This is an optimization exercise on Yosys and OpenROAD, whose aim is small area and a short achievable clock period, not a production implementation. Function was checked by simulation only, so behaviour that the tests miss may differ from the original.

==> run a: inputs <==
==> flow/design.v (excerpt) <==
module pe (
    input wire clk,
    input wire rst,
    input wire [31:0] a,
    input wire [31:0] b,
    output wire [31:0] c
);
clock: 9.0 ns
lec_check: 0
abc_area: 1
cap_margin: 20
core_margin: 2
core_utilization: 40
cts_buf_list: sky130_fd_sc_hd__clkbuf_8
cts_cluster_size: 30
setup_slack_margin: 3.9
slew_margin: 20
synth_hierarchical: 1
tns_end_percent: 5
standard.sh (not shown) runs the stock make flow with config.mk's settings and CLKGATE_MAP_FILE= SYNTH_SCRIPT=/design/flow/synth_recipe.tcl, a recipe that flattens the netlist after the stock synthesis.
==> flow/flow/run.sh <==
#!/bin/bash
set -euo pipefail
export BUFFER_PORTS_ARGS="-buffer_cell sky130_fd_sc_hd__buf_2"
bash standard.sh > standard.log 2>&1
==> inputs of run b, as changes to run a <==
- CTS_CLUSTER_DIAMETER: default -> 120
- CTS_CLUSTER_SIZE: 30 -> 50
- SETUP_SLACK_MARGIN: 3.9 -> 3.6
- TNS_END_PERCENT: 5 -> 0
==> inputs of run c, as changes to run a <==
- SETUP_SLACK_MARGIN: 3.9 -> 4.2
==> comparison table <==
metric	run c	run a	run b
Outcome	finished clean	finished clean	finished clean
Worst Path Required	9.33 ns	9.27 ns	9.28 ns
Worst reg-to-reg setup slack	4.98 ns	4.99 ns	5.05 ns
Combined global-route utilization of all metal layers	0.262	0.249	0.241
Average vias per placed instance	6.08	6.01	5.81
Wire length of the first global-routing pass	70500 um	67600 um	65100 um
Final weighted congestion in routability-driven placement	0.866	0.848	0.862
Initial antenna violation count	0	0	1
Non-clock buffer contribution to total cell area	0.105	0.0918	0.0546
Post-route clock skew	0.0128 ns	0.0176 ns	0.00927 ns
Grt met3 use	0.0595	0.0521	0.0627


==> inputs of run G <==
Starting RTL as in the previous note.
Settings: LEC_CHECK=0, ABC_AREA=1, CAP_MARGIN=20, CORE_MARGIN=2, CORE_UTILIZATION=40, CTS_BUF_LIST=sky130_fd_sc_hd__clkbuf_8, CTS_CLUSTER_SIZE=30, SETUP_SLACK_MARGIN=3.6, SLEW_MARGIN=20, SYNTH_HIERARCHICAL=1, TNS_END_PERCENT=0; clock period 9.0 ns.
==> flow/flow/run.sh <==
#!/bin/bash
set -euo pipefail
export BUFFER_PORTS_ARGS="-buffer_cell sky130_fd_sc_hd__buf_1"
bash standard.sh > standard.log 2>&1
==> inputs of run X, as changes to run G <==
==> flow/flow/run.sh (replaced) <==
#!/bin/bash
set -euo pipefail
export BUFFER_PORTS_ARGS="-buffer_cell sky130_fd_sc_hd__buf_2"
bash standard.sh > standard.log 2>&1
- SETUP_SLACK_MARGIN: 3.6 -> 3.3
==> inputs of run Z, as changes to run G <==
==> flow/flow/run.sh (replaced) <==
#!/bin/bash
set -euo pipefail
export BUFFER_PORTS_ARGS="-buffer_cell sky130_fd_sc_hd__buf_2"
export PRE_RESIZE_TCL="$(pwd)/flow/pre_resize.tcl"
bash standard.sh > standard.log 2>&1
==> flow/flow/pre_resize.tcl (new file) <==
# Limit fanout for the repair_design call that follows (placement stage only).
puts "pre_resize: set_max_fanout 12"
set_max_fanout 12 [current_design]
==> summary of the runs <==
In die area, run Z and run X do not differ. Between run X and run G, the lower clock-buffer cell count is in run X (gap 1). In run Z the register-to-register slack is worse than in run X, by 0.03 ns. Between run X and run Z, the lower hold slack is in run Z (gap 0.0012 ns).
==> figures <==
| item | run G | run Z | run X |
|---|---|---|---|
| Outcome | timing/DRC/antenna clean | timing/DRC/antenna clean | timing/DRC/antenna clean |
| Via/cell ratio | 5.855 | 5.902 | 5.827 |
| Number of nets in the layout | 1714 | 1812 | 1695 |
| Slowest Stage Delay on Critical Path | 0.55 ns | 1.06 ns | 0.72 ns |
| DP Area | 14150 um2 | 15320 um2 | 14190 um2 |

==> port drivers added, routing unchanged <==
The results above use ideal ports. As a check the final layouts listed here were re-extracted and re-timed, cells and wires unchanged. Step 1 (the two cells are an assumption about what drives the block):
set clk [get_ports {clk}]
set_driving_cell -lib_cell sky130_fd_sc_hd__clkbuf_16 $clk
set_driving_cell -lib_cell sky130_fd_sc_hd__buf_2 [delete_from_list [all_inputs] $clk]
Step 2 times the ports against the registers' clock, not the clock port: input delays grow and output delays shrink by t, the midpoint of the rising clock arrivals with the driver on. Three values: ideal ports, drivers, drivers and shift; two values: the first two.
run | t (ns) | slack for setup (ns) | clock arrival spread, ns | pins driven straight from the clock port
run a | 0.432 | 3.898 / 3.841 / 3.409 | 0.022 / 0.022 | 1
run b | 0.435 | 3.670 / 3.681 / 3.251 | 0.011 / 0.011 | 1
run c | 0.430 | 3.935 / 3.857 / 3.426 | 0.018 / 0.019 | 1
run G | 0.430 | 3.605 / 3.618 / 3.188 | 0.015 / 0.015 | 1
run X | 0.434 | 3.420 / 3.443 / 3.008 | 0.012 / 0.013 | 1
run Z | 0.438 | 3.580 / 3.598 / 3.160 | 0.012 / 0.012 | 1
After both steps setup and hold are still met in every run listed. The setup slack of run c, which loses most, moves by -0.078 ns with the drivers and by -0.509 ns with both steps.
